Background: an optimization exercise with open tools, aiming at small area, a short achievable clock period and few clock cycles. Do not read the settings as production practice.
The RTL was checked by simulation tests, not by an equivalence proof against the original design.
Power figures rest on the tool's default switching activity, not on a simulated workload.

**design/flow/flow/run.sh**
```bash
#!/bin/bash
# The standard layout (the standard.sh: standard synthesis, then ORFS floorplan
# to finish), with the timing repair steps asked to leave 10.5 ns of setup slack
# at the design's own clock period and constraints, so that they size and buffer
# the critical paths instead of stopping once the 15 ns clock is met.
set -euo pipefail
bash standard.sh synth > synth.log 2>&1
bash standard.sh SETUP_SLACK_MARGIN=10.5 finish > layout.log 2>&1
```
**design/flow/standard.sh**
```bash
#!/bin/bash
# synth_recipe.tcl (not shown) runs the flow's synth.tcl, then flattens the netlist and writes it again
# the make line also repeats each setting of config.mk as NAME=value (left out here)
make -C /OpenROAD-flow-scripts/flow DESIGN_CONFIG=/design/flow/config.mk WORK_HOME=/design/flow/orfs CLKGATE_MAP_FILE= SYNTH_SCRIPT=/design/flow/synth_recipe.tcl "${@:-finish}"
```
**design/flow/config.mk**
```make
export PLATFORM = sky130hd
export DESIGN_NAME = calc_unit
export DESIGN_NICKNAME = calc_unit
export VERILOG_FILES = /design/flow/design.v
export SDC_FILE = /design/flow/constraint.sdc
export NUM_CORES = 4
export LEC_CHECK = 0
export CAP_MARGIN = 20
export CORE_MARGIN = 2
export CORE_UTILIZATION = 40
export PLACE_DENSITY = 0.6
export SLEW_MARGIN = 20
```
**design/flow/constraint.sdc**
```tcl
create_clock -name core_clock -period 15.0 [get_ports {clk}]
set_input_delay 3.0000 -clock core_clock [delete_from_list [all_inputs] [get_ports {clk}]]
set_output_delay 3.0000 -clock core_clock [all_outputs]
set_load 0.01 [all_outputs]
```
**design/flow/design.v**
```verilog
`timescale 1ns / 1ps
module calc_unit(
	input clk,
	input rst,
	input start,
	input [1:0] op,
	input [63:0] a,
	input [31:0] b,
	output busy,
	output done,
	output [63:0] result,
	output err
	);
localparam S_PRE = 2'd1, S_RUN = 2'd2, S_POST = 2'd3;
reg busy_r, done_r;
reg [1:0] st;
reg [1:0] opr;
reg [31:0] R;
reg [63:0] N;
reg [31:0] D;      
reg bc;            
reg [6:0] cnt;     
reg sa, sb;        
reg [8:0] fb;      
reg n63;
reg errr;
wire is_mul = (opr == 2'd2);
wire is_flt = (opr == 2'd3);
assign busy = busy_r;
assign done = done_r;
assign err = errr;
assign result = {N[31:0], R};
wire dz = bc & (D == 32'hffffffff);    
wire bx = ~is_mul;
wire [35:0] x = {2'b00, R, N[63:62]};
wire [35:0] B1 = {{4{bx}}, D};
wire [35:0] B2 = {{3{bx}}, D, bc};
wire [35:0] u1 = x + B1 + {35'd0, bc};
wire [35:0] u2 = x + B2 + {35'd0, bc};
wire [35:0] cs_s = x ^ B1 ^ B2;
wire [35:0] cs_c = (x & B1) | (x & B2) | (B1 & B2);
wire [35:0] u3 = cs_s + {cs_c[34:0], bc} + {35'd0, bc};
wire g1 = ~u1[35], g2 = ~u2[35], g3 = ~u3[35];
wire qh = g2;
wire ql = g2 ? g3 : g1;
wire [31:0] rdiv = g2 ? (g3 ? u3[31:0] : u2[31:0]) : (g1 ? u1[31:0] : x[31:0]);
wire [35:0] umul = N[60] ? (N[61] ? u3 : u2) : (N[61] ? u1 : x);
wire [31:0] plo;
genvar gi;
generate for (gi = 0; gi < 30; gi = gi + 1) begin : g_rev
	assign plo[gi] = N[29 - gi];
end endgenerate
assign plo[31:30] = {umul[1], umul[0]};
wire [35:0] xs = {4'd0, R[23:0], N[63:56]};
wire [35:0] us = xs + B1 + {35'd0, bc};
wire skip8 = ~opr[1] & (R[31:24] == 8'd0) & us[35] & (cnt >= 7'd8);
wire last = (cnt == 7'd2);
wire last_dz = dz & last & n63;    
wire [6:0] cnt_nx = skip8 ? cnt - 7'd8 : cnt - 7'd2;
wire run_end = (cnt_nx == 7'd0);
wire need_post = sa | sb;
wire [63:0] negN = -N;
wire [31:0] negR = -R;
wire [63:0] nabs = sa ? negN : N;
wire skip32 = (sa ? ((N[63:32] == 32'hffffffff) & (N[31:0] != 32'd0)) : (N[63:32] == 32'd0)) & (D != 32'd0);
wire a31 = N[55];
wire [7:0] ae = N[54:47];
wire [22:0] am = N[46:24];
wire b31 = fb[8];
wire [7:0] be = fb[7:0];
wire bm_zero = (D[22:0] == 23'h7fffff);
wire ge = N[23];
wire [22:0] mant = ge ? N[22:0] : {N[21:0], qh};
wire [7:0] fe = ae - be + 8'd127 - {7'd0, ~ge};
wire a_inf = (ae == 8'hff) & (am == 23'd0);
wire a_nan = (ae == 8'hff) & (am != 23'd0);
wire b_inf = (be == 8'hff) & bm_zero;
wire b_nan = (be == 8'hff) & ~bm_zero;
wire b_zero = ~b31 & (be == 8'd0) & bm_zero;
wire ferr = b_zero | ((ae[7] == be[7]) & (ae[7] != fe[7])) | a_nan | b_nan | (a_inf & b_inf);
wire [31:0] f = a_inf ? {a31, 8'hff, 23'd0} : (b_inf ? 32'd0 : {a31 ^ b31, fe, mant});
always @(posedge clk) begin
	if (rst) begin
		busy_r <= 1'b0;
		done_r <= 1'b0;
		st <= S_RUN;
	end
	else begin
		done_r <= 1'b0;
		if (!busy_r) begin
			if (start) begin
				busy_r <= 1'b1;
				st <= S_PRE;
			end
		end
		else begin
			case (st)
				S_PRE: st <= S_RUN;
				S_RUN: if (run_end) begin
					if (need_post) st <= S_POST;
					else begin
						busy_r <= 1'b0;
						done_r <= 1'b1;
					end
				end
				default: begin
					busy_r <= 1'b0;
					done_r <= 1'b1;
				end
			endcase
		end
	end
end
integer i;
always @(posedge clk) begin
	if (!busy_r) begin
		opr <= op;
		D <= b;
		bc <= (op != 2'd2) & ~((op == 2'd0) & b[31]);
		fb <= b[31:23];
		R <= 32'd0;
		N <= a;
		cnt <= op[1] ? (op[0] ? 7'd26 : 7'd32) : 7'd64;
		sa <= (op == 2'd0) & a[63];
		sb <= (op == 2'd0) & b[31];
	end
	else begin
		errr <= is_flt ? ferr : (~opr[1] & dz);
		case (st)
			S_PRE: begin
				if (is_flt) begin
					D <= {8'hff, 1'b0, ~D[22:0]};
					R <= {9'd0, 1'b1, N[22:1]};
					N <= {N[0], 31'd0, N[31:0]};
				end
				else if (is_mul) begin
					N[63:62] <= 2'b00;
					for (i = 0; i < 32; i = i + 1) N[61 - i] <= N[i];
				end
				else begin
					if (bc) D <= ~D;
					n63 <= nabs[63];
					if (skip32) begin
						N <= {nabs[31:0], 32'd0};
						cnt <= 7'd32;
					end
					else
						N <= nabs;
				end
			end
			S_RUN: begin
				cnt <= cnt_nx;
				if (is_mul) begin
					if (last) begin
						R <= plo;
						N[31:0] <= umul[33:2];
					end
					else begin
						R <= umul[35:4];
						N <= {umul[3:2], N[59:0], umul[0], umul[1]};
					end
				end
				else if (is_flt & last) begin
					R <= f;
					N[31:0] <= 32'd0;
				end
				else if (skip8) begin
					R <= {R[23:0], N[63:56]};
					N <= {N[55:0], 8'd0};
				end
				else begin
					R <= rdiv;
					N <= {N[61:0], qh, ql & ~last_dz};
				end
			end
			default: begin
				if (sa) R <= negR;
				if (sa ^ sb) N[31:0] <= negN[31:0];
			end
		endcase
	end
end
endmodule
```
==> results of run 1 <==
## logic make-up (layout without fill, tap and decap cells)
kind of cell	after synthesis	count (layout)	synth area share [%]
and+or+nand+nor	1068	1072	21.9
muxes	90	90	4.53
AOI/OAI and AO/OA	1116	1116	31.0
xor gates and xnor gates	164	164	6.08
DFF	154	154	18.0
other	0	2	0
buffers and inverters	353	527	6.54
adders and majority gates	204	204	12.0
## flip-flops by register name, indices dropped and copies added, names as in the netlist
signal,count
n63,1
busy_r,1
sa,1
sb,1
bc,1
N,64
R,32
done_r,1
errr,1
fb,9
D,32
st,2
opr,2
cnt,6
## metrics by stage
step / cells / total power (W) / hold WS (ns) / setup WS, ns / utilization (%)
2_1_floorplan: 3149 / 0.00237 / 0.510 / 10.53 / -
3_3_place_gp: 3914 / 0.00335 / 0.581 / 9.49 / 43.9
3_5_place_dp: 3916 / 0.00336 / 0.602 / 9.54 / 44.0
4_1_cts: 4063 / 0.00405 / 0.628 / 10.46 / 47.6
5_1_grt: 4100 / 0.00440 / 0.662 / 10.42 / 48.4
6_report: 4102 / 0.00427 / 0.640 / 10.47 / 48.4
## layer usage
metal	wire, um	up-vias	global-route usage [%]	share of wire, %
li1	-	12300	-	-
met1	52000	13900	54.7	36
met2	59500	2311	68.1	42
met3	18000	705	15.2	13
met4	13000	20	33.4	9.1
met5	209	-	0	0.15
## timing repair
item | 4_1_cts | 5_1_grt
setup buffers | 109 | 37
gates resized for setup | 197 | 57
setup endpoints to repair | 153 | 89
cloned | 6 | 0
pin swaps | 10 | 14
## tightest hold or removal path: cells and delay by family, from the launching register on
kind / cells / cell delay [ns]
buf+inv: 1 / 0.06
compound gates: 1 / 0.14
flops: 1 / 0.35
simple gates: 1 / 0.06
## placed cells by master (no fill, tap or decap), types with 39 or more instances in the layout
cell,synthesis,layout
clkdlybuf4s50_1,0,129
mux2i_1,63,62
buf_4,34,198
nor3_1,103,100
ha_1,167,164
o21ai_0,237,227
nor2_1,222,215
edfxtp_1,118,118
o221ai_1,42,39
xor2_1,59,57
a21oi_1,296,288
a31oi_1,56,54
a211oi_1,47,41
nand3_1,81,79
o211ai_1,63,63
xnor2_1,105,105
inv_1,94,91
nand2_1,358,350
a21o_1,53,53
nand4_1,55,55
## synth_stat cells (37+ instances only)
cell / number / share of area (%)
nand3_1: 81 / 1.7
ha_1: 167 / 8.8
a21o_1: 53 / 1.7
xnor2_1: 105 / 3.9
xor2_1: 59 / 2.2
o21ai_0: 237 / 5.0
inv_1: 94 / 1.5
a21oi_1: 296 / 6.3
fa_1: 37 / 3.1
nor2_1: 222 / 3.5
clkbuf_1: 167 / 2.7
nor3_1: 103 / 2.2
edfxtp_1: 118 / 15
o211ai_1: 63 / 2.0
a31oi_1: 56 / 1.5
mux2i_1: 63 / 2.7
nand4_1: 55 / 1.5
a211oi_1: 47 / 1.5
nand2_1: 358 / 5.7
o221ai_1: 42 / 1.6
## layout make-up
| type | count | area, um^2 |
|---|---|---|
| fillers | 5889 | 30300 |
| clock inverters | 15 | 211 |
| repair buffers | 401 | 3760 |
| diodes | 2 | 5.00 |
| inverters | 94 | 359 |
| flip-flops and latches | 154 | 4380 |
| clock buffers | 17 | 425 |
| well taps | 773 | 967 |
| multi-input cells | 2646 | 18300 |
## report_power, final
part | leakage [nW] | switching [W] | total, W | internal (W)
Clock | 0.305 | 0.000267 | 0.000498 | 0.000230
Combinational | 9.44 | 0.00205 | 0.00311 | 0.00106
Sequential | 1.55 | 0.000116 | 0.000661 | 0.000544
Total | 11.3 | 0.00243 | 0.00427 | 0.00184
## worst paths after layout
check         from     to  cells after the start
max          D[29]  N[16]                     11
min          st[1]  st[1]                      3
max reg2reg  D[29]  N[16]                     11
min reg2reg  st[1]  st[1]                      3
==> results.yml, run 1 <==
run_status:
  status: "no timing/DRC/antenna violations"
sta:
  hold_viol_final: 0
  tns_ns: 0
  drv_slew: 0
  finClkSkew_ns: 0.0210
  finalCriticalPeriod_ns: 4.53
  finalSetupViolations: 0
  rsz0062_at_grt: "true"
  slew_headroom_pct: 18.5
  fmax_mhz: 221
  period_share_pct: 30.2
  tightest_slew_ns: 1.22
synth:
  ys_warn_count: 1
  synth_edf_count: 118
  synth_cell_types: 91
  synth-seq-cells: 154
  netlist_area_mm2: 0.0236
  netlist_instances: 3149
  syn_avg_cell_area_um2: 7.51
  synth.yosys.seq_area_share_pct: 18.0
  syn_nets: 3454
  async_flop_share_pct: 0
  synth_ff_type: "edfxtp_1"
finish:
  syn_to_final_growth_pct: 20.2
  drive_gt1_share_pct: 13.8
  stdcell_area_mm2: 0.0284
  finalNetCount: 3619
routing:
  drc: 0
  via_count: 29200
  firstDrtPassIters: 9
  wl_per_cell_um: 34.8
  ant_nets: 0
  vias_per_cell: 7.11
  routed_wl_um: 143000
  drt_iter0_markers: 4228
flow_run:
  max_cap_viol_count: 0
clocking:
  clock-root-buffer: "clkbuf_16"
  cts_max_level: 4
  clock_latency_ns: 0.53
  ctsHoldBuffers: 0
  numCtsBuffers: 17
  clock_path_buffers: 2
  clkTransAtPathRegs_ns: 0.09
  cts_sinks: 154
  cts_tree: "built"
critical_path:
  crit_family: "compound AO/OA/AOI/OAI gates"
  cp_max_fo: 47
  crit_required_ns: 15.27
  crit_slowest_cell: "edfxtp_1"
  regToRegSetupSlack_ns: 10.47
  worstPathArrival_ns: 4.80
  critical_path.cell_chain: "ha_1 -> nand4_1 -> o211ai_1 -> nand4_1 -> o22ai_2 -> or2_4 -> buf_8 -> a21oi_4 -> o221a_2 -> a221oi_1 -> nor2_1"
  worst_setup_path_start_kind: "flip-flop"
  cpPeakStageDelay_ns: 0.66
  cp-end-kind: "flip-flop"
  critPathKind: "flip-flop to flip-flop"
  crit_buf_inv: 1
  crit_top_cell: "nand4_1"
grt:
  overflow: 0
  track_usage_pct: 45.7
  grt_pass1_wl_um: 200000
  grt_max_degree: 73
  grt_pass1_vias: 27200
  antenna_found_initial: 10
power:
  p_leak_nw: 11.3
  powerDensity_mw_per_mm2: 150
  max-vdd-ir-drop_mv: 0.109
die:
  rows: 89
  die_h_um: 247
  core-area_mm2: 0.0587
  ios: 168
  start_util_pct: 40.3
  fp.dieW_um: 247
  dieArea_mm2: 0.0610
placement:
  globalplace.congestion: 1.04
  dp_hpwl_um: 101000
  place_area_mm2: 0.0258
  numPortBuffers: 167
worst_hold_path:
  min_path_type: "flip-flop to flip-flop"
Testbench counts, summed over its fixed seeds: cycles 53,344.
==> run 2, diff against run 1 <==
--- a/design/flow/design.v
+++ b/design/flow/design.v
@@ -12,6 +12,7 @@
 	output err
 	);
 localparam S_PRE = 2'd1, S_RUN = 2'd2, S_POST = 2'd3;
+localparam SKIP = 14;
 reg busy_r, done_r;
 reg [1:0] st;
 reg [1:0] opr;
@@ -25,6 +26,7 @@
 reg n63;
 reg errr;
 wire is_mul = (opr == 2'd2);
+wire ld_sub = (op != 2'd2) & ~((op == 2'd0) & b[31]);    
 wire is_flt = (opr == 2'd3);
 assign busy = busy_r;
 assign done = done_r;
@@ -44,25 +46,18 @@
 wire qh = g2;
 wire ql = g2 ? g3 : g1;
 wire [31:0] rdiv = g2 ? (g3 ? u3[31:0] : u2[31:0]) : (g1 ? u1[31:0] : x[31:0]);
-wire [35:0] umul = N[60] ? (N[61] ? u3 : u2) : (N[61] ? u1 : x);
-wire [31:0] plo;
-genvar gi;
-generate for (gi = 0; gi < 30; gi = gi + 1) begin : g_rev
-	assign plo[gi] = N[29 - gi];
-end endgenerate
-assign plo[31:30] = {umul[1], umul[0]};
-wire [35:0] xs = {4'd0, R[23:0], N[63:56]};
+wire [35:0] umul = N[1] ? (N[0] ? u3 : u2) : (N[0] ? u1 : x);
+wire [35:0] xs = {4'd0, R[31-SKIP:0], N[63:64-SKIP]};
 wire [35:0] us = xs + B1 + {35'd0, bc};
-wire skip8 = ~opr[1] & (R[31:24] == 8'd0) & us[35] & (cnt >= 7'd8);
+wire skipj = ~opr[1] & (R[31:32-SKIP] == {SKIP{1'b0}}) & us[35] & (cnt >= SKIP);
+wire skip32 = ~opr[1] & cnt[6] & (N[63:32] == 32'd0) & ~dz;
 wire last = (cnt == 7'd2);
 wire last_dz = dz & last & n63;    
-wire [6:0] cnt_nx = skip8 ? cnt - 7'd8 : cnt - 7'd2;
+wire [6:0] cnt_nx = skip32 ? cnt - 7'd32 : (skipj ? cnt - SKIP : cnt - 7'd2);
 wire run_end = (cnt_nx == 7'd0);
 wire need_post = sa | sb;
 wire [63:0] negN = -N;
 wire [31:0] negR = -R;
-wire [63:0] nabs = sa ? negN : N;
-wire skip32 = (sa ? ((N[63:32] == 32'hffffffff) & (N[31:0] != 32'd0)) : (N[63:32] == 32'd0)) & (D != 32'd0);
 wire a31 = N[55];
 wire [7:0] ae = N[54:47];
 wire [22:0] am = N[46:24];
@@ -90,7 +85,7 @@
 		if (!busy_r) begin
 			if (start) begin
 				busy_r <= 1'b1;
-				st <= S_PRE;
+				st <= ((op == 2'd3) | (op == 2'd0) & a[63]) ? S_PRE : S_RUN;
 			end
 		end
 		else begin
@@ -111,15 +106,14 @@
 		end
 	end
 end
-integer i;
 always @(posedge clk) begin
 	if (!busy_r) begin
 		opr <= op;
-		D <= b;
-		bc <= (op != 2'd2) & ~((op == 2'd0) & b[31]);
+		D <= ((op == 2'd3) ? {8'd0, 1'b1, b[22:0]} : b) ^ {32{ld_sub}};
+		bc <= ld_sub;
 		fb <= b[31:23];
 		R <= 32'd0;
-		N <= a;
+		N <= {a[63:62] & {2{op != 2'd2}}, a[61:0]};
 		cnt <= op[1] ? (op[0] ? 7'd26 : 7'd32) : 7'd64;
 		sa <= (op == 2'd0) & a[63];
 		sb <= (op == 2'd0) & b[31];
@@ -129,44 +123,35 @@
 		case (st)
 			S_PRE: begin
 				if (is_flt) begin
-					D <= {8'hff, 1'b0, ~D[22:0]};
 					R <= {9'd0, 1'b1, N[22:1]};
 					N <= {N[0], 31'd0, N[31:0]};
 				end
-				else if (is_mul) begin
-					N[63:62] <= 2'b00;
-					for (i = 0; i < 32; i = i + 1) N[61 - i] <= N[i];
-				end
-				else begin
-					if (bc) D <= ~D;
-					n63 <= nabs[63];
-					if (skip32) begin
-						N <= {nabs[31:0], 32'd0};
-						cnt <= 7'd32;
-					end
-					else
-						N <= nabs;
-				end
+				else
+					N <= negN;
 			end
 			S_RUN: begin
 				cnt <= cnt_nx;
+				if (cnt[6]) n63 <= N[63];
 				if (is_mul) begin
 					if (last) begin
-						R <= plo;
+						R <= {umul[1:0], N[31:2]};
 						N[31:0] <= umul[33:2];
 					end
 					else begin
 						R <= umul[35:4];
-						N <= {umul[3:2], N[59:0], umul[0], umul[1]};
+						N[63:62] <= umul[3:2];
+						N[31:0] <= {umul[1:0], N[31:2]};
 					end
 				end
 				else if (is_flt & last) begin
 					R <= f;
 					N[31:0] <= 32'd0;
 				end
-				else if (skip8) begin
-					R <= {R[23:0], N[63:56]};
-					N <= {N[55:0], 8'd0};
+				else if (skip32)
+					N <= {N[31:0], 32'd0};
+				else if (skipj) begin
+					R <= {R[31-SKIP:0], N[63:64-SKIP]};
+					N <= {N[63-SKIP:0], {SKIP{1'b0}}};
 				end
 				else begin
 					R <= rdiv;
==> design/flow/flow/run.sh (replaced) <==
#!/bin/bash
# The standard layout (the standard.sh: standard synthesis, then ORFS floorplan
# to finish), at the design's own clock period and constraints, with two changes
# in how it is made:
#  - the timing repair steps are asked to leave 10.5 ns of setup slack, so that they
#    size and buffer the critical paths instead of stopping once 15 ns is met;
#  - every port still gets its buffer, but a buf_4 rather than the delay cell
#    buffer_ports picks by default.
set -euo pipefail
bash standard.sh synth > synth.log 2>&1
bash standard.sh SETUP_SLACK_MARGIN=10.5 "BUFFER_PORTS_ARGS=-buffer_cell sky130_fd_sc_hd__buf_4" finish > layout.log 2>&1
==> run 2 against run 1 <==
Compared with the run above: critical path depth shrank 10; fmax increased by 0.25%; combinational power up 23%; count of clock-buffer cells in the layout stayed put; setup slack gained 0.011 ns; sequential power is 21% higher; cell area down 12%; clock power up 2%; critical path type is now flip-flop to output port.
==> results.yml, run 2 <==
placement:
  globalplace.congestion: 1.06
  dp_hpwl_um: 79500
  place_area_mm2: 0.0232
  numPortBuffers: 167
critical_path:
  crit_slowest_cell: "dfxtp_1"
  r2r_start: "D[5]"
  crit_required_ns: 12.00
  critPathKind: "flip-flop to output port"
  worst_setup_path_start_kind: "flip-flop"
  regToRegSetupSlack_ns: 10.52
  reg2reg_depth: 13
  cp_max_fo: 10
  worstSetupEndpoint: "result[27]"
  cp-end-kind: "output port"
  cpPeakStageDelay_ns: 0.75
  path_depth: 1
  critical_path.cell_chain: "buf_4"
  worstPathArrival_ns: 1.52
  crit_buf_inv: 1
  reg2reg_to: "N[29]"
  startpoint: "R[27]"
  crit_family: "flip-flops"
power:
  max-vdd-ir-drop_mv: 0.117
  finalPower_w: 0.00513
  p_leak_nw: 10.1
  powerDensity_mw_per_mm2: 205
sta:
  tightest_slew_ns: 1.12
  hold_viol_final: 0
  period_share_pct: 30.1
  slew_headroom_pct: 25.4
  finalSetupViolations: 0
  rsz0062_at_grt: "true"
  finClkSkew_ns: 0.0210
  tns_ns: 0
  drv_slew: 0
  fmax_mhz: 221
  hold_ws_ns: 0.583
  finalCriticalPeriod_ns: 4.52
finish:
  finalNetCount: 3189
  top_register: "N"
  stdcell_area_mm2: 0.0250
  utilization_pct: 46.8
  top_regs: "N x64, D x32, R x32"
  syn_to_final_growth_pct: 16.2
  mostFrequentLayoutCells: "nand2_1, buf_4, a21oi_1"
  drive_gt1_share_pct: 16.5
  largest_reg_flops: 64
  fillerInstances: 5344
  layout_commonest_cell: "nand2_1"
routing:
  drt_iter0_markers: 3067
  routed_wl_um: 108000
  firstDrtPassIters: 8
  via_count: 24400
  vias_per_cell: 6.78
  wl_per_cell_um: 29.9
  drc: 0
  ant_nets: 0
grt:
  grt_pass1_wl_um: 154000
  antenna_found_initial: 5
  track_usage_pct: 37.4
  overflow: 0
  grt_max_degree: 58
  grt_pass1_vias: 22600
die:
  die_h_um: 236
  start_util_pct: 40.3
  ios: 168
  core-area_mm2: 0.0535
  rows: 85
  fp.dieW_um: 236
  dieArea_mm2: 0.0557
synth:
  ys_warn_count: 1
  synth_area_leaders: "edfxtp_1, ha_1, a21oi_1, nand2_1, xnor2_1"
  netlist_instances: 2779
  synth_ff_type: "edfxtp_1"
  yosysTopAreaCell: "edfxtp_1"
  synth_cell_types: 87
  synth-seq-cells: 154
  synth.yosys.seq_area_share_pct: 19.8
  synth_top_area_share_pct: 16.4
  netlist_area_mm2: 0.0215
  synth_edf_count: 118
  syn_avg_cell_area_um2: 7.75
  yosysMostFrequentCell: "nand2_1"
  syn_nets: 3083
  async_flop_share_pct: 0
  synth_common_cells: "nand2_1, a21oi_1, nor2_1"
clocking:
  cts_sinks: 154
  cts_tree: "built"
  clkTransAtPathRegs_ns: 0.08
  clock_path_buffers: 2
  ctsHoldBuffers: 0
  cts_max_level: 4
  clock-root-buffer: "clkbuf_16"
  numCtsBuffers: 17
  clock_latency_ns: 0.52
worst_hold_path:
  min_path_type: "flip-flop to flip-flop"
run_status:
  status: "no timing/DRC/antenna violations"
flow_run:
  max_cap_viol_count: 0
## run 2: changes by cell type after synthesis, moves of 13 or more
| cell | previous run | this run |
|---|---|---|
| nor3_1 | 103 | 54 |
| nand3_1 | 81 | 65 |
| mux2i_1 | 63 | 78 |
| o221ai_1 | 42 | 17 |
| and2_1 | 33 | 19 |
| a31oi_1 | 56 | 69 |
| xor2_1 | 59 | 93 |
| o21ai_0 | 237 | 176 |
| a222oi_1 | 19 | 0 |
| o211ai_1 | 63 | 31 |
| nand2_1 | 358 | 331 |
| clkbuf_1 | 167 | 148 |
## run 2: how the worst min path moves through the flow
stage                     start  endpoint  depth (start not counted)
after detailed placement  st[0]     st[0]                          2
after global placement    st[0]     st[0]                          2
after global routing      st[0]     st[0]                          2
final                     st[0]     st[0]                          2
after CTS                 st[0]     st[0]                          2
after floorplan           st[0]     st[0]                          2
## run 2: area by class of cell
class                   count  area [um^2]  area share [%]
inverters                  84          329            1.32
repair buffers            306         2480            9.93
clock inverters            15          211           0.845
diodes                      4         10.0          0.0400
flip-flops and latches    154         4290            17.2
well taps                 696          871            3.48
clock buffers              17          425            1.70
multi-input cells        2322        16400            65.5
## run 2: kinds of logic after synthesis
family	synth area share [%]
XOR/XNOR	8.17
AND/OR/NAND/NOR	19.6
adder cells (fa/ha/maj)	13.1
buffers and inverters	6.04
AO/OA/AOI/OAI	26.8
flip-flops	19.8
multiplexers	6.50
## run 2: what timing repair did
item	in CTS	in global routing
pin swaps	6	12
gates cloned	3	1
resized for setup	58	61
buffers inserted	42	33
endpoints found under the setup margin	103	62
## run 2: layer usage
| layer | share of wire, % | up-vias | track usage [%] |
|---|---|---|---|
| li1 | - | 10600 | - |
| met1 | 40 | 11700 | 50.4 |
| met2 | 42 | 1751 | 55.6 |
| met3 | 12 | 326 | 8.67 |
| met4 | 6.1 | 4 | 19.2 |
| met5 | 0.027 | - | 0 |
## run 2: stage by stage
stage | std cells | setup slack (ns)
3_3_place_gp | 3483 | 9.47
2_1_floorplan | 2779 | 10.50
4_1_cts | 3560 | 10.42
6_report | 3598 | 10.48
5_1_grt | 3594 | 10.39
3_5_place_dp | 3483 | 9.46
## run 2: power breakdown
| part | total [W] | internal (W) | switching (W) |
|---|---|---|---|
| clock network | 0.000509 | 0.000269 | 0.000240 |
| logic | 0.00382 | 0.00139 | 0.00243 |
| registers | 0.000797 | 0.000576 | 0.000221 |
| total | 0.00513 | 0.00224 | 0.00289 |
Testbench counts of run 2, summed over its fixed seeds: cycles 50,842.
==> run 3, diff against run 2 <==
==> design/flow/flow/run.sh (replaced) <==
#!/bin/bash
# The standard layout (the standard.sh: standard synthesis, then ORFS floorplan
# to finish), at the design's own clock period and constraints, with two changes
# in how it is made:
#  - the timing repair steps are asked to leave 10.5 ns of setup slack, so that they
#    size and buffer the critical paths instead of stopping once 15 ns is met;
#  - every port still gets its buffer, but a buf_1 rather than the delay cell
#    buffer_ports picks by default (the repair steps may resize it).
set -euo pipefail
bash standard.sh synth > synth.log 2>&1
bash standard.sh SETUP_SLACK_MARGIN=10.5 "BUFFER_PORTS_ARGS=-buffer_cell sky130_fd_sc_hd__buf_1" finish > layout.log 2>&1
--- a/design/flow/config.mk
+++ b/design/flow/config.mk
@@ -7,6 +7,6 @@
 export LEC_CHECK = 0
 export CAP_MARGIN = 20
 export CORE_MARGIN = 2
-export CORE_UTILIZATION = 40
-export PLACE_DENSITY = 0.6
+export CORE_UTILIZATION = 60
+export PLACE_DENSITY = 0.75
 export SLEW_MARGIN = 20
==> run 3 against run 2 <==
Compared with the run above: count of clock-buffer cells in the layout up 4; clock power shrank 5.9%; first-iteration DRC count grew 52%; synthesized area is the same; register-to-register slack got worse by 0.19 ns; critical path depth is 13 higher; critical path type is now flip-flop to flip-flop; critical endpoint is now R[6]; largest power group unchanged.
==> results.yml, run 3 <==
run_status:
  status: "no timing/DRC/antenna violations"
synth:
  synth-seq-cells: 154
  synth_ff_type: "edfxtp_1"
  yosysTopAreaCell: "edfxtp_1"
  ys_warn_count: 1
  synth_common_cells: "nand2_1, a21oi_1, nor2_1"
  synth_edf_count: 118
  yosysMostFrequentCell: "nand2_1"
  synth_area_leaders: "edfxtp_1, ha_1, a21oi_1, nand2_1, xnor2_1"
  netlist_area_mm2: 0.0215
  syn_avg_cell_area_um2: 7.75
  synth_top_area_share_pct: 16.4
  synth.yosys.seq_area_share_pct: 19.8
  syn_nets: 3083
  synth_cell_types: 87
  netlist_instances: 2779
  async_flop_share_pct: 0
die:
  ios: 168
  rows: 69
  die_h_um: 193
  core-area_mm2: 0.0355
  fp.dieW_um: 193
  dieArea_mm2: 0.0374
  start_util_pct: 60.7
critical_path:
  crit_top_cell: "buf_4"
  crit_slowest_cell: "xnor2_2"
  worstPathArrival_ns: 5.05
  cpPeakStageDelay_ns: 0.59
  critPathKind: "flip-flop to flip-flop"
  worst_setup_path_start_kind: "flip-flop"
  crit_required_ns: 15.38
  cp-end-kind: "flip-flop"
  cp_max_fo: 14
  critical_path.cell_chain: "buf_4 -> ha_1 -> o211ai_1 -> a21oi_1 -> o2111ai_2 -> nand4_1 -> a31o_2 -> a21oi_4 -> buf_12 -> xnor2_2 -> buf_4 -> mux2i_1 -> o221ai_1 -> a31oi_1"
routing:
  drc: 0
  drt_iter0_markers: 4662
  ant_nets: 0
  vias_per_cell: 7.58
  via_count: 25400
  wl_per_cell_um: 30.3
  firstDrtPassIters: 7
  routed_wl_um: 101000
placement:
  numPortBuffers: 167
  dp_hpwl_um: 72300
  globalplace.congestion: 1.10
worst_hold_path:
  min_path_type: "flip-flop to flip-flop"
grt:
  grt_pass1_wl_um: 146000
  grt_pass1_vias: 23000
  track_usage_pct: 51.5
  overflow: 0
  grt_max_degree: 58
  antenna_found_initial: 7
finish:
  top_regs: "N x64, D x32, R x32"
  top_register: "N"
  mostFrequentLayoutCells: "nand2_1, a21oi_1, nor2_1"
  syn_to_final_growth_pct: 10.6
  largest_reg_flops: 64
  drive_gt1_share_pct: 9.64
  fillerInstances: 3051
  finalNetCount: 3174
  layout_commonest_cell: "nand2_1"
sta:
  slew_headroom_pct: 27.2
  rsz0062_at_grt: "true"
  finalCriticalPeriod_ns: 4.67
  finClkSkew_ns: 0.0117
  finalSetupViolations: 0
  tns_ns: 0
  period_share_pct: 31.1
  fmax_mhz: 214
  hold_viol_final: 0
  drv_slew: 0
  tightest_slew_ns: 1.09
clocking:
  ctsHoldBuffers: 0
  clkTransAtPathRegs_ns: 0.07
  numCtsBuffers: 17
  clock_path_buffers: 2
  clock_latency_ns: 0.47
  cts_tree: "built"
  cts_max_level: 4
  cts_sinks: 154
  clock-root-buffer: "clkbuf_16"
power:
  p_leak_nw: 9.34
  finalPower_w: 0.00508
  powerDensity_mw_per_mm2: 213
  max-vdd-ir-drop_mv: 0.145
flow_run:
  max_cap_viol_count: 0
-- run 3: cell counts after synthesis --
No cell type changed its count.
-- run 3: cell families (layout without fill, tap and decap cells) --
family	count (synthesis)	in the layout	share of synthesized area (%)
AO/OA/AOI/OAI	907	907	26.8
XOR/XNOR	201	201	8.17
adder cells (fa/ha/maj)	203	203	13.1
buffers and inverters	303	407	6.04
flip-flops	154	154	19.8
multiplexers	111	111	6.50
other	0	3	0
AND/OR/NAND/NOR	900	900	19.6
-- run 3: power by group --
group | total, W | switching, W | internal [W]
clock network | 0.000479 | 0.000212 | 0.000266
logic | 0.00375 | 0.00243 | 0.00133
registers | 0.000850 | 0.000275 | 0.000575
total | 0.00508 | 0.00292 | 0.00217
-- run 3: metal layers --
layer | vias to the layer above | GRT usage, % | routed length [um]
li1 | 10500 | - | -
met3 | 595 | 21.8 | 18000
met4 | 10 | 30.9 | 7910
met2 | 2516 | 72.4 | 40300
met1 | 11700 | 65.3 | 35200
met5 | - | 0 | 76
-- run 3: metrics by stage --
stage	hold slack [ns]	utilization, %	cell area [um^2]	setup slack, ns	cells
6_report	0.597	67.2	23800	10.33	3347
5_1_grt	0.634	67.1	23800	10.40	3345
4_1_cts	0.600	65.6	23300	10.49	3306
3_5_place_dp	0.590	62.7	22200	9.48	3243
3_3_place_gp	0.542	62.7	22200	9.55	3243
2_1_floorplan	0.516	-	21500	10.50	2779
-- run 3: cell type report --
| type | instances | area, um^2 | area share (%) |
|---|---|---|---|
| antenna | 3 | 7.51 | 0.0315 |
| clock buffer | 21 | 450 | 1.89 |
| clock inverter | 11 | 146 | 0.614 |
| inverter | 84 | 328 | 1.38 |
| multi-input combinational | 2322 | 16400 | 68.7 |
| sequential | 154 | 4280 | 17.9 |
| tap | 461 | 577 | 2.42 |
| timing repair buffer | 291 | 1670 | 6.99 |
-- run 3: worst paths after layout --
path,cells after the start,to,start,slack [ns]
max,14,R[6],D[1],10.33
min,2,st[0],st[0],0.60
max reg2reg,14,R[6],D[1],10.33
min reg2reg,2,st[0],st[0],0.60
-- run 3: critical path, delay by kind of cell (launching register included) --
family | cells | cell delay (ns)
and+or+nand+nor | 1 | 0.28
AOI/OAI and AO/OA | 7 | 1.66
muxes | 1 | 0.42
xor gates and xnor gates | 1 | 0.59
DFF | 1 | 0.55
buffers and inverters | 3 | 0.73
adders and majority gates | 1 | 0.34
-- run 3: what timing repair did --
action                                  in CTS  in global routing
gates resized for setup                     47                 46
cloned                                       0                  2
endpoints found under the setup margin      70                 66
buffers inserted                            31                 36
hold endpoints to repair                     0                  0
pin swaps                                    2                 15
==> run 4, diff against run 3 <==
--- a/design/flow/design.v
+++ b/design/flow/design.v
@@ -25,7 +25,8 @@
 reg [8:0] fb;      
 reg n63;
 reg errr;
-wire is_mul = (opr == 2'd2);
+reg is_mul;         
+reg bx;
 wire ld_sub = (op != 2'd2) & ~((op == 2'd0) & b[31]);    
 wire is_flt = (opr == 2'd3);
 assign busy = busy_r;
@@ -33,23 +34,27 @@
 assign err = errr;
 assign result = {N[31:0], R};
 wire dz = bc & (D == 32'hffffffff);    
-wire bx = ~is_mul;
-wire [35:0] x = {2'b00, R, N[63:62]};
-wire [35:0] B1 = {{4{bx}}, D};
-wire [35:0] B2 = {{3{bx}}, D, bc};
-wire [35:0] u1 = x + B1 + {35'd0, bc};
-wire [35:0] u2 = x + B2 + {35'd0, bc};
-wire [35:0] cs_s = x ^ B1 ^ B2;
-wire [35:0] cs_c = (x & B1) | (x & B2) | (B1 & B2);
-wire [35:0] u3 = cs_s + {cs_c[34:0], bc} + {35'd0, bc};
-wire g1 = ~u1[35], g2 = ~u2[35], g3 = ~u3[35];
+wire [34:0] x = {1'b0, R, N[63:62]};
+wire [34:0] B1 = {{3{bx}}, D};
+wire [34:0] B2 = {{2{bx}}, D, bc};
+wire [34:0] u1 = x + B1 + {34'd0, bc};
+wire [34:0] u2 = x + B2 + {34'd0, bc};
+wire [34:0] cs_s = x ^ B1 ^ B2;
+wire [34:0] cs_c = (x & B1) | (x & B2) | (B1 & B2);
+wire [34:0] u3 = cs_s + {cs_c[33:0], bc} + {34'd0, bc};
+wire g1 = ~u1[34], g2 = ~u2[34], g3 = ~u3[34];
 wire qh = g2;
 wire ql = g2 ? g3 : g1;
-wire [31:0] rdiv = g2 ? (g3 ? u3[31:0] : u2[31:0]) : (g1 ? u1[31:0] : x[31:0]);
-wire [35:0] umul = N[1] ? (N[0] ? u3 : u2) : (N[0] ? u1 : x);
-wire [35:0] xs = {4'd0, R[31-SKIP:0], N[63:64-SKIP]};
-wire [35:0] us = xs + B1 + {35'd0, bc};
-wire skipj = ~opr[1] & (R[31:32-SKIP] == {SKIP{1'b0}}) & us[35] & (cnt >= SKIP);
+wire s3 = is_mul ? (N[1] & N[0]) : g3;
+wire s2 = is_mul ? (N[1] & ~N[0]) : (g2 & ~g3);
+wire s1 = is_mul ? (~N[1] & N[0]) : (g1 & ~g2);
+wire s0 = is_mul ? ~(N[1] | N[0]) : ~g1;
+wire [34:0] usel = ({35{s3}} & u3) | ({35{s2}} & u2) | ({35{s1}} & u1) | ({35{s0}} & x);
+wire [31:0] rdiv = usel[31:0];
+wire [35:0] umul = {1'b0, usel};
+wire [32:0] xs = {1'b0, R[31-SKIP:0], N[63:64-SKIP]};
+wire [32:0] us = xs + B1[32:0] + {32'd0, bc};
+wire skipj = ~opr[1] & (R[31:32-SKIP] == {SKIP{1'b0}}) & us[32] & (cnt >= SKIP);
 wire skip32 = ~opr[1] & cnt[6] & (N[63:32] == 32'd0) & ~dz;
 wire last = (cnt == 7'd2);
 wire last_dz = dz & last & n63;    
@@ -111,6 +116,8 @@
 		opr <= op;
 		D <= ((op == 2'd3) ? {8'd0, 1'b1, b[22:0]} : b) ^ {32{ld_sub}};
 		bc <= ld_sub;
+		is_mul <= (op == 2'd2);
+		bx <= (op != 2'd2);
 		fb <= b[31:23];
 		R <= 32'd0;
 		N <= {a[63:62] & {2{op != 2'd2}}, a[61:0]};
==> design/flow/flow/run.sh (replaced) <==
#!/bin/bash
# The standard layout (the standard.sh: standard synthesis, then ORFS floorplan
# to finish), at the design's own clock period and constraints, with two changes
# in how it is made:
#  - the timing repair steps are asked to leave 10.5 ns of setup slack, so that they
#    size and buffer the critical paths instead of stopping once 15 ns is met;
#  - every port still gets its buffer, but a buf_4 rather than the delay cell
#    buffer_ports picks by default.
set -euo pipefail
bash standard.sh synth > synth.log 2>&1
bash standard.sh SETUP_SLACK_MARGIN=10.5 "BUFFER_PORTS_ARGS=-buffer_cell sky130_fd_sc_hd__buf_4" finish > layout.log 2>&1
--- a/design/flow/config.mk
+++ b/design/flow/config.mk
@@ -7,6 +7,6 @@
 export LEC_CHECK = 0
 export CAP_MARGIN = 20
 export CORE_MARGIN = 2
-export CORE_UTILIZATION = 60
-export PLACE_DENSITY = 0.75
+export CORE_UTILIZATION = 40
+export PLACE_DENSITY = 0.6
 export SLEW_MARGIN = 20
==> run 4 against run 3 <==
Compared with the run above: still clean on timing, DRC and antenna; sequential share of layout area shrank 0.86 points; sequential power shrank 16%; critical path depth grew 2; routed wire length grew 1.4%; cell area grew 6.8%; cell count grew 5.8%; fmax grew 1.4%; hold slack lost 0.089 ns; via count shrank 7.2%; global-route usage shrank 14 points.
==> results.yml, run 4 <==
run_status:
  status: "no timing/DRC/antenna violations"
critical_path:
  worst_setup_path_start_kind: "flip-flop"
  cp-end-kind: "flip-flop"
  cp_max_fo: 7
  worstPathArrival_ns: 4.86
  crit_required_ns: 15.25
  critPathKind: "flip-flop to flip-flop"
power:
  comb_power_share_pct: 74.8
  p_leak_nw: 10.6
  finalPower_w: 0.00461
  p_seq_share_pct: 15.5
  p_int_w: 0.00219
  netSwitchingFraction_pct: 52.4
  p_switching_w: 0.00242
  max-vdd-ir-drop_mv: 0.0956
  powerDensity_mw_per_mm2: 181
  p_clk_share_pct: 9.8
sta:
  worst_slack_ns: 10.39
  tns_ns: 0
  drv_slew: 0
  slew_headroom_pct: 24.6
  hold_viol_final: 0
  finClkSkew_ns: 0.0153
  tightest_slew_ns: 1.13
  rsz0062_at_grt: "true"
  finalCriticalPeriod_ns: 4.61
  finalSetupViolations: 0
  period_share_pct: 30.7
  hold_ws_ns: 0.508
  fmax_mhz: 217
finish:
  syn_to_final_growth_pct: 25.1
  mostFrequentLayoutCells: "buf_4, nand2_1, nor2_1"
  regArea_mm2: 0.00435
  layout_commonest_cell: "buf_4"
  top_regs: "N x64, D x32, R x32"
  utilization_pct: 50.7
  top_register: "N"
  largest_reg_flops: 64
  multi_input_area_mm2: 0.0161
  finalNetCount: 3157
  drive_gt1_share_pct: 23.4
  fillerInstances: 4918
synth:
  synth_top_area_share_pct: 17.7
  synth_ff_type: "edfxtp_1"
  ys_warn_count: 1
  synth_common_cells: "nand2_1, nor2_1, a21oi_1"
  synth_cell_types: 97
  yosysMostFrequentCell: "nand2_1"
  synth_edf_count: 120
  syn_avg_cell_area_um2: 7.80
  synth.yosys.seq_area_share_pct: 21.3
  netlist_instances: 2607
  async_flop_share_pct: 0
  syn_nets: 2912
  netlist_area_mm2: 0.0203
  synth-seq-cells: 156
  synth_area_leaders: "edfxtp_1, ha_1, nand2_1, a21oi_1, xnor2_1"
  yosysTopAreaCell: "edfxtp_1"
worst_hold_path:
  min_path_type: "flip-flop to flip-flop"
die:
  ios: 168
  dieArea_mm2: 0.0527
  rows: 82
  start_util_pct: 40.5
  fp.dieW_um: 229
  core-area_mm2: 0.0502
  die_h_um: 229
grt:
  grt_pass1_vias: 22000
  antenna_found_initial: 5
  grt_pass1_wl_um: 146000
  track_usage_pct: 37.4
  grt_max_degree: 79
  overflow: 0
clocking:
  clock_path_buffers: 2
  numCtsBuffers: 17
  clock-root-buffer: "clkbuf_16"
  cts_tree: "built"
  cts_max_level: 4
  ctsHoldBuffers: 0
  clock_latency_ns: 0.50
  clkTransAtPathRegs_ns: 0.07
  cts_sinks: 156
routing:
  drt_iter0_markers: 3124
  drc: 0
  routed_wl_um: 103000
  wl_per_cell_um: 29.1
  firstDrtPassIters: 9
  ant_nets: 0
  via_count: 23500
  vias_per_cell: 6.65
flow_run:
  max_cap_viol_count: 0
placement:
  dp_worst_setup_slack_ns: 9.11
  numPortBuffers: 167
  dp_hpwl_um: 73000
  globalplace.congestion: 1.02
run 4: changes by cell type in the layout (fill, tap and decap cells not counted), sizes merged, moves of 21 or more:
cell   previous run  this run
nor2b            33        12
mux4             22         0
a21oi           286       215
mux2i            78        29
buf             289       415
nand2           331       299
run 4: critical path, stage by stage (launching register included):
cell	delay (ns)
edfxtp_1	0.50
fa_1	0.56
fa_2	0.36
a21o_1	0.20
a221oi_4	0.28
o31a_1	0.30
o32ai_2	0.14
o21ai_2	0.14
buf_6	0.16
mux2i_4	0.30
nor2_4	0.11
buf_12	0.17
a222oi_1	0.44
o21a_4	0.24
nand2_4	0.06
a221oi_4	0.31
nor2_1	0.07
run 4: stage by stage:
stage               cell area, um^2  std cells
floorplan                     20300       2607
global placement              22100       3317
detailed placement            22100       3317
CTS                           24000       3462
global route                  25400       3538
finish                        25400       3540
run 4: kinds of logic (layout without fill, tap and decap cells):
family | after synthesis | count (layout) | share of synthesized area, %
other | 0 | 3 | 0
multiplexers | 40 | 41 | 2.04
flip-flops | 156 | 156 | 21.3
XOR/XNOR | 195 | 195 | 8.40
AO/OA/AOI/OAI | 877 | 877 | 28.3
buffers and inverters | 265 | 521 | 5.62
AND/OR/NAND/NOR | 870 | 871 | 20.4
adder cells (fa/ha/maj) | 204 | 204 | 13.9
run 4: layout make-up:
| type | instances | share of cell area, % |
|---|---|---|
| Multi-Input combinational cell | 2188 | 63.1 |
| Clock inverter | 4 | 0.0983 |
| Clock buffer | 28 | 2.17 |
| Timing Repair Buffer | 419 | 13.2 |
| Antenna cell | 3 | 0.0295 |
| Inverter | 70 | 1.06 |
| Sequential cell | 156 | 17.1 |
| Tap cell | 672 | 3.30 |
run 4: metal layers:
metal,up-vias,track usage [%],wire length (um)
met5,-,0,13
met4,2,20.4,6190
met3,343,9.46,12300
met2,1615,57.5,45000
met1,11300,47.8,39300
li1,10300,-,-
run 4: what timing repair did:
| action | CTS | global route |
|---|---|---|
| endpoints found under the hold margin | 0 | 0 |
| buffers inserted | 110 | 73 |
| endpoints found under the setup margin | 116 | 95 |
| gates resized for setup | 126 | 173 |
| pin swaps | 32 | 84 |
| gates cloned | 3 | 2 |
run 4: power groups by stage:
stage          clock, W  sequential, W  combinational (W)
4_1_cts        0.000452       0.000722            0.00299
6_report       0.000450       0.000713            0.00345
2_1_floorplan         0       0.000682            0.00176
3_3_place_gp          0       0.000792            0.00260
3_5_place_dp          0       0.000794            0.00260
5_1_grt        0.000465       0.000718            0.00362
run 4: path summary, 6_finish.rpt:
path	cells past startpoint	slack, ns	start	end
min	2	0.51	st[0]	st[0]
max reg2reg	16	10.39	D[1]	N[13]
min reg2reg	2	0.51	st[0]	st[0]
max	16	10.39	D[1]	N[13]
Testbench counts of run 4, summed over its fixed seeds: cycles 50,842.
==> run 5, diff against run 4 <==
==> design/flow/flow/run.sh (replaced) <==
#!/bin/bash
# The standard layout (the standard.sh: standard synthesis, then ORFS floorplan
# to finish), at the design's own clock period and constraints, with these changes
# in how it is made:
#  - the timing repair steps are asked to leave setup slack beyond what the 15 ns
#    clock needs, so that they size and buffer the critical paths: 10.5 ns up to
#    and including clock tree synthesis, 10.2 ns after global routing (where the
#    repair otherwise spends much area for little gain);
#  - every port still gets its buffer, but a buf_1 rather than the delay cell
#    buffer_ports picks by default (the repair steps may resize it).
# Each step's output goes to its own log file here; ORFS's own logs are under orfs/logs.
set -euo pipefail
PORTS="BUFFER_PORTS_ARGS=-buffer_cell sky130_fd_sc_hd__buf_1"
bash standard.sh synth > synth.log 2>&1
bash standard.sh SETUP_SLACK_MARGIN=10.5 "$PORTS" cts > layout_to_cts.log 2>&1
bash standard.sh SETUP_SLACK_MARGIN=10.2 "$PORTS" finish > layout_to_finish.log 2>&1
--- a/design/flow/config.mk
+++ b/design/flow/config.mk
@@ -7,6 +7,6 @@
 export LEC_CHECK = 0
 export CAP_MARGIN = 20
 export CORE_MARGIN = 2
-export CORE_UTILIZATION = 40
-export PLACE_DENSITY = 0.6
+export CORE_UTILIZATION = 60
+export PLACE_DENSITY = 0.75
 export SLEW_MARGIN = 20
==> run 5 against run 4 <==
Compared with the run above: cell count decreased by 9.3%; via count rose by 2.9%; clock power grew 4%; setup slack got worse by 0.23 ns; synthesized area stayed put; first-iteration DRC count increased by 40%; count of clock-buffer cells in the layout down 10; critical path type unchanged.
==> results.yml, run 5 <==
run_status:
  status: "no timing/DRC/antenna violations"
die:
  core-area_mm2: 0.0334
  rows: 67
  die_h_um: 188
  dieArea_mm2: 0.0354
  ios: 168
  fp.dieW_um: 188
  start_util_pct: 60.8
critical_path:
  reg2reg_depth: 16
  crit_required_ns: 15.35
  reg2reg_to: "R[22]"
  cpPeakStageDelay_ns: 0.66
  worstPathArrival_ns: 5.19
  crit_buf_inv: 3
  crit_slowest_cell: "o311ai_1"
  crit_family: "compound AO/OA/AOI/OAI gates"
  r2r_start: "D[26]"
  cp-end-kind: "flip-flop"
  cp_max_fo: 22
  path_depth: 16
  critical_path.cell_chain: "buf_4 -> buf_4 -> ha_1 -> a21o_1 -> a21oi_1 -> nor2b_1 -> o311ai_1 -> a21oi_1 -> o41ai_2 -> a21oi_4 -> buf_8 -> and2_1 -> or4b_1 -> o32ai_1 -> nor2_1 -> a311o_1"
  worst_setup_path_start_kind: "flip-flop"
  regToRegSetupSlack_ns: 10.16
  startpoint: "D[26]"
  worstSetupEndpoint: "R[22]"
  critPathKind: "flip-flop to flip-flop"
sta:
  fmax_mhz: 207
  rsz0062_at_grt: "true"
  finalSetupViolations: 0
  finalCriticalPeriod_ns: 4.84
  drv_slew: 0
  slew_headroom_pct: 11.4
  hold_viol_final: 0
  period_share_pct: 32.3
  tightest_slew_ns: 1.33
  finClkSkew_ns: 0.0163
  tns_ns: 0
finish:
  drive_gt1_share_pct: 11.1
  mostFrequentLayoutCells: "nand2_1, nor2_1, a21oi_1"
  syn_to_final_growth_pct: 12.5
  largest_reg_flops: 64
  top_register: "N"
  finalNetCount: 3056
  stdcell_area_mm2: 0.0229
  layout_commonest_cell: "nand2_1"
  top_regs: "N x64, D x32, R x32"
worst_hold_path:
  min_path_type: "flip-flop to flip-flop"
placement:
  numPortBuffers: 167
  globalplace.congestion: 1.09
  place_area_mm2: 0.0211
  dp_hpwl_um: 65700
clocking:
  clkTransAtPathRegs_ns: 0.07
  clock-root-buffer: "clkbuf_16"
  clock_latency_ns: 0.47
  cts_tree: "built"
  clock_path_buffers: 2
  ctsHoldBuffers: 0
  cts_sinks: 156
  numCtsBuffers: 17
  cts_max_level: 4
grt:
  track_usage_pct: 53.0
  overflow: 0
  grt_max_degree: 70
  use_met2_pct: 74.8
  met1_usage_pct: 64.7
  grt.busiest_layer: "met2"
  grt_pass1_wl_um: 141000
  antenna_found_initial: 4
  grt_pass1_vias: 22800
  use_met3_pct: 22.5
routing:
  drt_iter0_markers: 4360
  ant_nets: 0
  wl_per_cell_um: 30.1
  routed_wl_um: 96700
  firstDrtPassIters: 13
  via_count: 24200
  vias_per_cell: 7.55
  drc: 0
power:
  max-vdd-ir-drop_mv: 0.123
  p_leak_nw: 9.28
  powerDensity_mw_per_mm2: 183
synth:
  synth.yosys.seq_area_share_pct: 21.3
  yosysTopAreaCell: "edfxtp_1"
  synth_area_leaders: "edfxtp_1, ha_1, nand2_1, a21oi_1, xnor2_1"
  yosysMostFrequentCell: "nand2_1"
  synth_common_cells: "nand2_1, nor2_1, a21oi_1"
  netlist_instances: 2607
  synth_top_area_share_pct: 17.7
  ys_warn_count: 1
  syn_nets: 2912
  synth_cell_types: 97
  synth_edf_count: 120
  async_flop_share_pct: 0
  synth_ff_type: "edfxtp_1"
  synth-seq-cells: 156
  syn_avg_cell_area_um2: 7.80
  netlist_area_mm2: 0.0203
flow_run:
  max_cap_viol_count: 0
## run 5: how the worst min path moves through the flow
stage | slack [ns] | depth (start not counted) | endpoint | start
after global routing | 0.58 | 2 | st[0] | st[0]
after floorplan | 0.47 | 2 | st[0] | st[0]
after CTS | 0.54 | 2 | st[0] | st[0]
final | 0.57 | 2 | st[0] | st[0]
after global placement | 0.49 | 2 | st[0] | st[0]
after detailed placement | 0.50 | 2 | st[0] | st[0]
## run 5: layout make-up
class	instances	area, um^2
fillers	2735	10600
clock inverters	12	148
flip-flops and latches	156	4350
multi-input cells	2187	15200
clock buffers	18	429
well taps	448	561
diodes	1	2.50
repair buffers	319	1920
inverters	70	264
## run 5: stage by stage
stage / setup slack, ns / util [%] / instances / hold slack [ns] / power (W)
final: 10.16 / 68.4 / 3211 / 0.569 / 0.00418
after global placement: 9.44 / 63.0 / 3081 / 0.491 / 0.00323
after detailed placement: 9.33 / 63.0 / 3081 / 0.502 / 0.00327
after floorplan: 10.55 / - / 2607 / 0.467 / 0.00244
after global routing: 10.09 / 68.4 / 3210 / 0.582 / 0.00432
after CTS: 10.49 / 67.8 / 3194 / 0.537 / 0.00394
## run 5: cell families after synthesis
kind of cell,share of synthesized area (%)
DFF,21.3
adders and majority gates,13.9
xor gates and xnor gates,8.40
buffers and inverters,5.62
AOI/OAI and AO/OA,28.3
muxes,2.04
and+or+nand+nor,20.4
## run 5: where the power goes
| group | internal, W | switching [W] | total (W) | leakage, nW |
|---|---|---|---|---|
| logic | 0.00109 | 0.00183 | 0.00292 | 7.46 |
| registers | 0.000563 | 0.000233 | 0.000796 | 1.55 |
| clock network | 0.000259 | 0.000209 | 0.000468 | 0.275 |
| total | 0.00192 | 0.00227 | 0.00418 | 9.28 |
## run 5: worst reg2reg max path, delay by kind of cell (launching register included)
kind | cells | cell delay [ns]
compound gates | 8 | 2.38
flops | 1 | 0.47
buf+inv | 3 | 0.60
simple gates | 4 | 0.89
fa+ha+maj | 1 | 0.38
## run 5: what timing repair did
| item | 4_1_cts | 5_1_grt |
|---|---|---|
| pin swaps | 17 | 4 |
| endpoints found under the setup margin | 100 | 31 |
| hold endpoints to repair | 0 | 0 |
| cloned | 2 | 1 |
| setup buffers | 81 | 15 |
| gates resized for setup | 96 | 17 |
## run 5: layer usage
metal,vias up,wire length [um]
li1,10000,-
met1,11000,33000
met2,2438,38400
met3,713,16100
met4,8,9090
met5,-,104

-- re-timing with driven ports --
The flow's constraints put no driver on any port. The routed layouts listed below were extracted and timed again, unchanged, in two steps.
Step 1 assumes that a clkbuf_16 drives the clock port and a buf_2 every other input.
Step 2 times the ports against the registers' clock, not the clock port: input delays grow and output delays shrink by t, the midpoint of the rising clock arrivals with the driver on.
a / b / c = no drivers / after step 1 / after step 2; a / b = the first two.
| run | t (ns) | slack for setup (ns) | hold WS [ns] | latest minus earliest clock arrival (ns) | worst register clock-pin slew, ns |
|---|---|---|---|---|---|
| run 1 | 0.587 | 10.471 / 10.422 / 10.471 | 0.640 / 0.640 / 0.640 | 0.021 / 0.021 | 0.09 / 0.09 |
| run 2 | 0.577 | 10.483 / 10.417 / 10.520 | 0.583 / 0.583 / 0.583 | 0.021 / 0.021 | 0.08 / 0.08 |
| run 3 | 0.526 | 10.329 / 10.329 / 10.322 | 0.597 / 0.597 / 0.597 | 0.012 / 0.012 | 0.07 / 0.07 |
| run 4 | 0.551 | 10.393 / 10.393 / 10.150 | 0.508 / 0.508 / 0.508 | 0.015 / 0.016 | 0.08 / 0.08 |
| run 5 | 0.523 | 10.161 / 10.161 / 9.905 | 0.569 / 0.569 / 0.569 | 0.017 / 0.016 | 0.08 / 0.08 |
After both steps setup and hold are still met in every run listed. For run 5, which loses most, drivers alone change the setup slack by 0.000 ns; drivers and shift together by -0.256 ns.
